This is an optimization exercise on Yosys and OpenROAD, whose aim is small area and a short achievable clock period, not a production implementation.
The RTL of this run was laid out without a check of its function.

==> flow/design.v <==
module wavlet(
	input clk,
	input rst_n,
	input [15:0] data_in,
	output reg signed [20:0] data_out_hd,
	output reg signed [20:0] data_out_ld
);
reg [15:0] x1, x2, x3, x4, x5, x6;
reg ph;
always @(posedge clk or negedge rst_n) begin
	if (!rst_n) begin
		ph <= 1'b1;
		x1 <= 16'd0; x2 <= 16'd0; x3 <= 16'd0; x4 <= 16'd0; x5 <= 16'd0; x6 <= 16'd0;
	end else begin
		ph <= ~ph;
		x1 <= data_in; x2 <= x1; x3 <= x2; x4 <= x3; x5 <= x4; x6 <= x5;
	end
end
wire [15:0] o2 = ph ? x2 : x3;
wire [15:0] o3 = ph ? x4 : x3;
wire [15:0] o4 = ph ? x4 : x5;
wire [15:0] o5 = ph ? x6 : x5;
wire [15:0] e2 = ph ? x3 : x2;
wire [15:0] e3 = ph ? x3 : x4;
wire [15:0] e4 = ph ? x5 : x4;
wire [15:0] e5 = ph ? x5 : x6;
wire hd_o2_m8_c = ~|{o2[4], o2[3], o2[2], o2[1], o2[0]};
wire [10:0] hd_o3_p48_u = {3'b0, ~{o3[3], o3[2], o3[1], o3[0], 1'b0, 1'b0, 1'b0, 1'b0}} + {3'b0, {o3[1], o3[0], 1'b0, 1'b0, 1'b0, 1'b0, 1'b0, 1'b0}} + 11'd1;
wire [10:0] hd_o4_m162_u = {3'b0, ~{o4[6], o4[5], o4[4], o4[3], o4[2], o4[1], o4[0], 1'b0}} + {3'b0, ~{o4[2], o4[1], o4[0], 1'b0, 1'b0, 1'b0, 1'b0, 1'b0}} + {3'b0, ~{o4[0], 1'b0, 1'b0, 1'b0, 1'b0, 1'b0, 1'b0, 1'b0}} + 11'd3;
wire [10:0] hd_o5_m59_u = {3'b0, {o5[7], o5[6], o5[5], o5[4], o5[3], o5[2], o5[1], o5[0]}} + {3'b0, {o5[5], o5[4], o5[3], o5[2], o5[1], o5[0], 1'b0, 1'b0}} + {3'b0, ~{o5[1], o5[0], 1'b0, 1'b0, 1'b0, 1'b0, 1'b0, 1'b0}} + 11'd1;
wire [10:0] hd_e2_m3_u = {3'b0, {e2[7], e2[6], e2[5], e2[4], e2[3], e2[2], e2[1], e2[0]}} + {3'b0, ~{e2[5], e2[4], e2[3], e2[2], e2[1], e2[0], 1'b0, 1'b0}} + 11'd1;
wire [10:0] hd_e4_m7_u = {3'b0, {e4[7], e4[6], e4[5], e4[4], e4[3], e4[2], e4[1], e4[0]}} + {3'b0, ~{e4[4], e4[3], e4[2], e4[1], e4[0], 1'b0, 1'b0, 1'b0}} + 11'd1;
wire [10:0] hd_e5_p183_u = {3'b0, ~{e5[7], e5[6], e5[5], e5[4], e5[3], e5[2], e5[1], e5[0]}} + {3'b0, ~{e5[4], e5[3], e5[2], e5[1], e5[0], 1'b0, 1'b0, 1'b0}} + {3'b0, ~{e5[1], e5[0], 1'b0, 1'b0, 1'b0, 1'b0, 1'b0, 1'b0}} + 11'd3;
wire [20:0] hd_sum = {o2[15], ~o2[14], ~o2[13], ~o2[12], ~o2[11], ~o2[10], ~o2[9], ~o2[8], ~o2[7], ~o2[6], ~o2[5]}
    + {hd_o2_m8_c}
    + {o3[15], ~o3[14], ~o3[13], ~o3[12], ~o3[11], ~o3[10], ~o3[9], ~o3[8], ~o3[7], ~o3[6], ~o3[5], ~o3[4]}
    + {~o3[15], o3[14], o3[13], o3[12], o3[11], o3[10], o3[9], o3[8], o3[7], o3[6], o3[5], o3[4], o3[3], o3[2]}
    + {hd_o3_p48_u[10], hd_o3_p48_u[9], hd_o3_p48_u[8]}
    + {o4[15], ~o4[14], ~o4[13], ~o4[12], ~o4[11], ~o4[10], ~o4[9], ~o4[8], ~o4[7]}
    + {o4[15], ~o4[14], ~o4[13], ~o4[12], ~o4[11], ~o4[10], ~o4[9], ~o4[8], ~o4[7], ~o4[6], ~o4[5], ~o4[4], ~o4[3]}
    + {o4[15], ~o4[14], ~o4[13], ~o4[12], ~o4[11], ~o4[10], ~o4[9], ~o4[8], ~o4[7], ~o4[6], ~o4[5], ~o4[4], ~o4[3], ~o4[2], ~o4[1]}
    + {hd_o4_m162_u[10], hd_o4_m162_u[9], hd_o4_m162_u[8]}
    + {~o5[15], o5[14], o5[13], o5[12], o5[11], o5[10], o5[9], o5[8]}
    + {~o5[15], o5[14], o5[13], o5[12], o5[11], o5[10], o5[9], o5[8], o5[7], o5[6]}
    + {o5[15], ~o5[14], ~o5[13], ~o5[12], ~o5[11], ~o5[10], ~o5[9], ~o5[8], ~o5[7], ~o5[6], ~o5[5], ~o5[4], ~o5[3], ~o5[2]}
    + {hd_o5_m59_u[10], hd_o5_m59_u[9], hd_o5_m59_u[8]}
    + {~e2[15], e2[14], e2[13], e2[12], e2[11], e2[10], e2[9], e2[8]}
    + {e2[15], ~e2[14], ~e2[13], ~e2[12], ~e2[11], ~e2[10], ~e2[9], ~e2[8], ~e2[7], ~e2[6]}
    + {hd_e2_m3_u[10], hd_e2_m3_u[9], hd_e2_m3_u[8]}
    + {~e3[15], e3[14], e3[13], e3[12], e3[11], e3[10], e3[9], e3[8], e3[7], e3[6], e3[5]}
    + {~e4[15], e4[14], e4[13], e4[12], e4[11], e4[10], e4[9], e4[8]}
    + {e4[15], ~e4[14], ~e4[13], ~e4[12], ~e4[11], ~e4[10], ~e4[9], ~e4[8], ~e4[7], ~e4[6], ~e4[5]}
    + {hd_e4_m7_u[10], hd_e4_m7_u[9], hd_e4_m7_u[8]}
    + {e5[15], ~e5[14], ~e5[13], ~e5[12], ~e5[11], ~e5[10], ~e5[9], ~e5[8]}
    + {e5[15], ~e5[14], ~e5[13], ~e5[12], ~e5[11], ~e5[10], ~e5[9], ~e5[8], ~e5[7], ~e5[6], ~e5[5]}
    + {e5[15], ~e5[14], ~e5[13], ~e5[12], ~e5[11], ~e5[10], ~e5[9], ~e5[8], ~e5[7], ~e5[6], ~e5[5], ~e5[4], ~e5[3], ~e5[2]}
    + {~e5[15], e5[14], e5[13], e5[12], e5[11], e5[10], e5[9], e5[8], e5[7], e5[6], e5[5], e5[4], e5[3], e5[2], e5[1], e5[0]}
    + {hd_e5_p183_u[10], hd_e5_p183_u[9], hd_e5_p183_u[8]}
    + 21'd2011392;
wire [10:0] ld_o2_p183_u = {3'b0, ~{o2[7], o2[6], o2[5], o2[4], o2[3], o2[2], o2[1], o2[0]}} + {3'b0, ~{o2[4], o2[3], o2[2], o2[1], o2[0], 1'b0, 1'b0, 1'b0}} + {3'b0, ~{o2[1], o2[0], 1'b0, 1'b0, 1'b0, 1'b0, 1'b0, 1'b0}} + 11'd3;
wire [10:0] ld_o3_m7_u = {3'b0, {o3[7], o3[6], o3[5], o3[4], o3[3], o3[2], o3[1], o3[0]}} + {3'b0, ~{o3[4], o3[3], o3[2], o3[1], o3[0], 1'b0, 1'b0, 1'b0}} + 11'd1;
wire [10:0] ld_o5_m3_u = {3'b0, {o5[7], o5[6], o5[5], o5[4], o5[3], o5[2], o5[1], o5[0]}} + {3'b0, ~{o5[5], o5[4], o5[3], o5[2], o5[1], o5[0], 1'b0, 1'b0}} + 11'd1;
wire [10:0] ld_e2_p59_u = {3'b0, ~{e2[7], e2[6], e2[5], e2[4], e2[3], e2[2], e2[1], e2[0]}} + {3'b0, ~{e2[5], e2[4], e2[3], e2[2], e2[1], e2[0], 1'b0, 1'b0}} + {3'b0, {e2[1], e2[0], 1'b0, 1'b0, 1'b0, 1'b0, 1'b0, 1'b0}} + 11'd2;
wire [10:0] ld_e3_p162_u = {3'b0, {e3[6], e3[5], e3[4], e3[3], e3[2], e3[1], e3[0], 1'b0}} + {3'b0, {e3[2], e3[1], e3[0], 1'b0, 1'b0, 1'b0, 1'b0, 1'b0}} + {3'b0, {e3[0], 1'b0, 1'b0, 1'b0, 1'b0, 1'b0, 1'b0, 1'b0}};
wire [10:0] ld_e4_m48_u = {3'b0, {e4[3], e4[2], e4[1], e4[0], 1'b0, 1'b0, 1'b0, 1'b0}} + {3'b0, ~{e4[1], e4[0], 1'b0, 1'b0, 1'b0, 1'b0, 1'b0, 1'b0}} + 11'd1;
wire [20:0] ld_sum = {o2[15], ~o2[14], ~o2[13], ~o2[12], ~o2[11], ~o2[10], ~o2[9], ~o2[8]}
    + {o2[15], ~o2[14], ~o2[13], ~o2[12], ~o2[11], ~o2[10], ~o2[9], ~o2[8], ~o2[7], ~o2[6], ~o2[5]}
    + {o2[15], ~o2[14], ~o2[13], ~o2[12], ~o2[11], ~o2[10], ~o2[9], ~o2[8], ~o2[7], ~o2[6], ~o2[5], ~o2[4], ~o2[3], ~o2[2]}
    + {~o2[15], o2[14], o2[13], o2[12], o2[11], o2[10], o2[9], o2[8], o2[7], o2[6], o2[5], o2[4], o2[3], o2[2], o2[1], o2[0]}
    + {ld_o2_p183_u[10], ld_o2_p183_u[9], ld_o2_p183_u[8]}
    + {~o3[15], o3[14], o3[13], o3[12], o3[11], o3[10], o3[9], o3[8]}
    + {o3[15], ~o3[14], ~o3[13], ~o3[12], ~o3[11], ~o3[10], ~o3[9], ~o3[8], ~o3[7], ~o3[6], ~o3[5]}
    + {ld_o3_m7_u[10], ld_o3_m7_u[9], ld_o3_m7_u[8]}
    + {~o4[15], o4[14], o4[13], o4[12], o4[11], o4[10], o4[9], o4[8], o4[7], o4[6], o4[5]}
    + {~o5[15], o5[14], o5[13], o5[12], o5[11], o5[10], o5[9], o5[8]}
    + {o5[15], ~o5[14], ~o5[13], ~o5[12], ~o5[11], ~o5[10], ~o5[9], ~o5[8], ~o5[7], ~o5[6]}
    + {ld_o5_m3_u[10], ld_o5_m3_u[9], ld_o5_m3_u[8]}
    + {e2[15], ~e2[14], ~e2[13], ~e2[12], ~e2[11], ~e2[10], ~e2[9], ~e2[8]}
    + {e2[15], ~e2[14], ~e2[13], ~e2[12], ~e2[11], ~e2[10], ~e2[9], ~e2[8], ~e2[7], ~e2[6]}
    + {~e2[15], e2[14], e2[13], e2[12], e2[11], e2[10], e2[9], e2[8], e2[7], e2[6], e2[5], e2[4], e2[3], e2[2]}
    + {ld_e2_p59_u[10], ld_e2_p59_u[9], ld_e2_p59_u[8]}
    + {~e3[15], e3[14], e3[13], e3[12], e3[11], e3[10], e3[9], e3[8], e3[7]}
    + {~e3[15], e3[14], e3[13], e3[12], e3[11], e3[10], e3[9], e3[8], e3[7], e3[6], e3[5], e3[4], e3[3]}
    + {~e3[15], e3[14], e3[13], e3[12], e3[11], e3[10], e3[9], e3[8], e3[7], e3[6], e3[5], e3[4], e3[3], e3[2], e3[1]}
    + {ld_e3_p162_u[10], ld_e3_p162_u[9], ld_e3_p162_u[8]}
    + {~e4[15], e4[14], e4[13], e4[12], e4[11], e4[10], e4[9], e4[8], e4[7], e4[6], e4[5], e4[4]}
    + {e4[15], ~e4[14], ~e4[13], ~e4[12], ~e4[11], ~e4[10], ~e4[9], ~e4[8], ~e4[7], ~e4[6], ~e4[5], ~e4[4], ~e4[3], ~e4[2]}
    + {ld_e4_m48_u[10], ld_e4_m48_u[9], ld_e4_m48_u[8]}
    + {~e5[15], e5[14], e5[13], e5[12], e5[11], e5[10], e5[9], e5[8], e5[7], e5[6], e5[5]}
    + 21'd2011392;
always @(posedge clk or negedge rst_n) begin
	if (!rst_n) begin
		data_out_hd <= 21'd0;
		data_out_ld <= 21'd0;
	end else begin
		data_out_hd <= hd_sum;
		data_out_ld <= ld_sum;
	end
end
endmodule
==> flow/run.sh <==
#!/bin/bash
# synth_recipe.tcl (not shown) runs the flow's synth.tcl, then flattens the netlist and writes it again
# the make line also repeats each setting of config.mk as NAME=value (left out here)
make -C /OpenROAD-flow-scripts/flow DESIGN_CONFIG=/design/flow/config.mk WORK_HOME=/design/flow/orfs CLKGATE_MAP_FILE= SYNTH_SCRIPT=/design/flow/synth_recipe.tcl finish
==> flow/config.mk <==
export PLATFORM = sky130hd
export DESIGN_NAME = wavlet
export DESIGN_NICKNAME = wavlet
export VERILOG_FILES = /design/flow/design.v
export SDC_FILE = /design/flow/constraint.sdc
export NUM_CORES = 4
export LEC_CHECK = 0
export CAP_MARGIN = 20
export CORE_MARGIN = 2
export CORE_UTILIZATION = 40
export SLEW_MARGIN = 20
==> flow/constraint.sdc <==
create_clock -name core_clock -period 12.0 [get_ports {clk}]
set_input_delay 2.4000 -clock core_clock [delete_from_list [all_inputs] [get_ports {clk}]]
set_output_delay 2.4000 -clock core_clock [all_outputs]
set_load 0.01 [all_outputs]
==> reports/results.ini <==
[clock_network]
clkSinkCount = 139
cts_setup_buffers = 0
cts_made_buffers = 17
cts_tree = yes
ctsRootBufferMaster = clkbuf_16
hold_buffers = 0
clock_path_buffers = 2
clock_latency_ns = 0.47
clk_pin_slew_ns = 0.07
cts_resized = 0
htree_levels = 4

[synthesis]
synth-seq-cells = 139
synth_edf_count = 0
synth_top_cell_by_area = fa_1
yosys.area_share.simple_pct = 5.495
synth-compound-area-share_pct = 8.069
synth_top_family_by_area = adder cells
synth_ff_type = dfrtp_1
syn_inst = 1699
synth_top_cells_by_area = fa_1 (41%), dfrtp_1 (19%), ha_1 (13%)
syn_area_um2 = 18080
yosysWarnings = 1
synth_xor_area_share_pct = 1.938
synth.mux.area_fraction_pct = 0.6367
ys_seq_area_share_pct = 19.25
synth_area_per_cell_um2 = 10.64
synth.distinct_cells = 67
synth_nets = 2270
synth_top_area_share_pct = 40.97
synthAdderAreaFrac_pct = 53.69
synthArstFlopShare_pct = 100.0

[placed_design]
placed_cell_area_um2 = 19440
io_buffers = 59
hpwl_mm = 38.10
globalplace.congestion = 0.9341

[setup_path]
worstSetupPathType = reg2reg
regToRegStartpoint = ph
setup.worst_path.start_class = flop
critPathMaxStageDelay_ns = 1.10
critPathCaptureType = flop
cp.required_ns = 12.35
critPathSlowestCell = dfstp_4
critPathTopFamily = adder cells
crit_path_max_fanout = 84
critPathLaunch = ph
worst-path-buf-inv = 7
crit_path_frequent_cell = fa_1
critPathArrivalTime_ns = 9.93

[layout]
n_antenna_cell = 0
fillerInstances = 4135
design_area_um2 = 20030
fin_nets = 2344
area_growth_pct = 10.76
drive_gt1_share_pct = 4.367

[floorplanning]
die_h_um = 216.6
fp-row-count = 77
die_area_um2 = 46920
core_um2 = 44410
initial_core_util_pct = 40.71
die_w_um = 216.6
io_pins = 60

[drt]
drt_iter0_drc = 778
drc = 0
vias = 11750
drtAntennaViolNets = 0
wl_per_cell_um = 18.73
wirelength_mm = 44.55
first_pass_iters = 5
viasPerCell = 4.939

[grt]
grt_pass1_vias = 13060
grt_max_degree = 92
antenna_found_initial = 0
grtUsageTotal_pct = 20.93
grt_pass1_wl_mm = 72.66
grt.overflow.total = 0

[timing]
finalCritPeriodShare_pct = 79.79
setup_viol = 0
fin_hold_ws_ns = 0.3477
fin_tns_setup_ns = 0
fmax_mhz = 104.4
drv_slew = 0
fin_skew_ns = 0.01428
tightest_slew_ns = 1.091
max_slew_margin_pct = 26.75
rsz0062_at_grt = no
hold_violations = 0
min_period_ns = 9.575

[worst_hold_path]
hold_class = reg2reg
hold_path_startpoint = x1[3]

[outcome]
status = no timing/DRC/antenna violations

[run]
cap_violations = 0

==> placed cells by master (no fill, tap or decap), drive strengths merged, types with 22 or more instances in the layout <==
cell,count
nor2b,34
o21ai,40
nor2,30
nand2,118
ha,183
dfrtp,138
xnor2,28
clkdlybuf4s50,58
a21oi,84
inv,497
buf,22
fa,370
==> through the flow <==
step	cells	util, %	setup slack, ns
floorplan	1699	-	3.309
global placement	2343	43.76	2.699
detailed placement	2344	43.78	2.439
CTS	2376	45.06	2.441
global route	2378	45.09	1.887
finish	2378	45.09	2.425
==> final timing paths <==
path	cells past startpoint	slack [ns]	to
max in group asynchronous	2	8.78	x2[15]
max reg2reg	29	2.42	data_out_hd[14]
min reg2reg	0	0.35	x2[3]
min	0	0.35	x2[3]
max	29	2.42	data_out_hd[14]
min in group asynchronous	1	2.01	data_out_hd[1]
==> cell families after synthesis <==
family,Yosys count
simple gates,219
mux,11
compound gates,217
fa+ha+maj,554
xor+xnor,40
buf+inv,519
flops,139
==> worst reg2reg max path, delay by kind of cell (launching register included) <==
| family | cells | cell delay, ns |
|---|---|---|
| AO/OA/AOI/OAI | 8 | 2.42 |
| XOR/XNOR | 1 | 0.14 |
| adder cells (fa/ha/maj) | 10 | 4.67 |
| buffers and inverters | 7 | 0.86 |
| flip-flops | 1 | 1.10 |
| AND/OR/NAND/NOR | 3 | 0.26 |
==> routing by layer <==
layer | global-route usage (%) | vias up | part of all wire [%]
met2 | 34.89 | 315 | 50
met3 | 3.860 | 90 | 5.2
li1 | - | 5283 | -
met5 | 0 | - | 0
met4 | 9.521 | 0 | 4.1
met1 | 26.57 | 6058 | 41
==> synthesized netlist by cell type, types with 17 or more instances <==
| library cell | n |
|---|---|
| nor2b_1 | 34 |
| fa_1 | 370 |
| a21boi_0 | 17 |
| nor2_1 | 30 |
| ha_1 | 183 |
| xnor2_1 | 28 |
| dfrtp_1 | 138 |
| a21oi_1 | 82 |
| o21ai_0 | 38 |
| inv_1 | 492 |
| nand2_1 | 118 |
| a21o_1 | 20 |
==> sequential cells by signal (all words and copies together) (netlist names) <==
name	count
data_out_hd	21
data_out_ld	21
x1	16
x2	16
x3	16
x4	16
x5	16
x6	16
ph	1
==> layout make-up <==
class	instances	area [um^2]	area share, %
Clock buffer	18	429.2	2.143
Clock inverter	14	137.6	0.6873
Inverter	493	1851	9.241
Multi-Input combinational cell	1041	12630	63.06
Sequential cell	139	3483	17.39
Tap cell	592	740.7	3.699
Timing Repair Buffer	81	755.7	3.774

## afterwards: timing with drivers on the ports
Ports are ideal in the flow. The routed layout listed here was re-timed in OpenROAD. Step 1: set_driving_cell puts a clkbuf_16 on clk and a buf_2 on each other input, an assumption about the parent block. Step 2 also shifts input and output timing later by t, the mid clock arrival at the registers, as if the neighbouring blocks saw the same clock. Slacks: no drivers / after step 1 / after step 2; pairs: no drivers / after step 1.
t, ns: 0.518
setup slack, ns: 2.425 / 2.425 / 2.425
hold WS [ns]: 0.348 / 0.348 / 0.348
worst setup path at the end: register to register
worst data-port slew with drivers (ns): 0.04
After both steps setup and hold are still met in this run. The setup slack of this run moves by 0.000 ns with the drivers and by 0.000 ns with both steps.
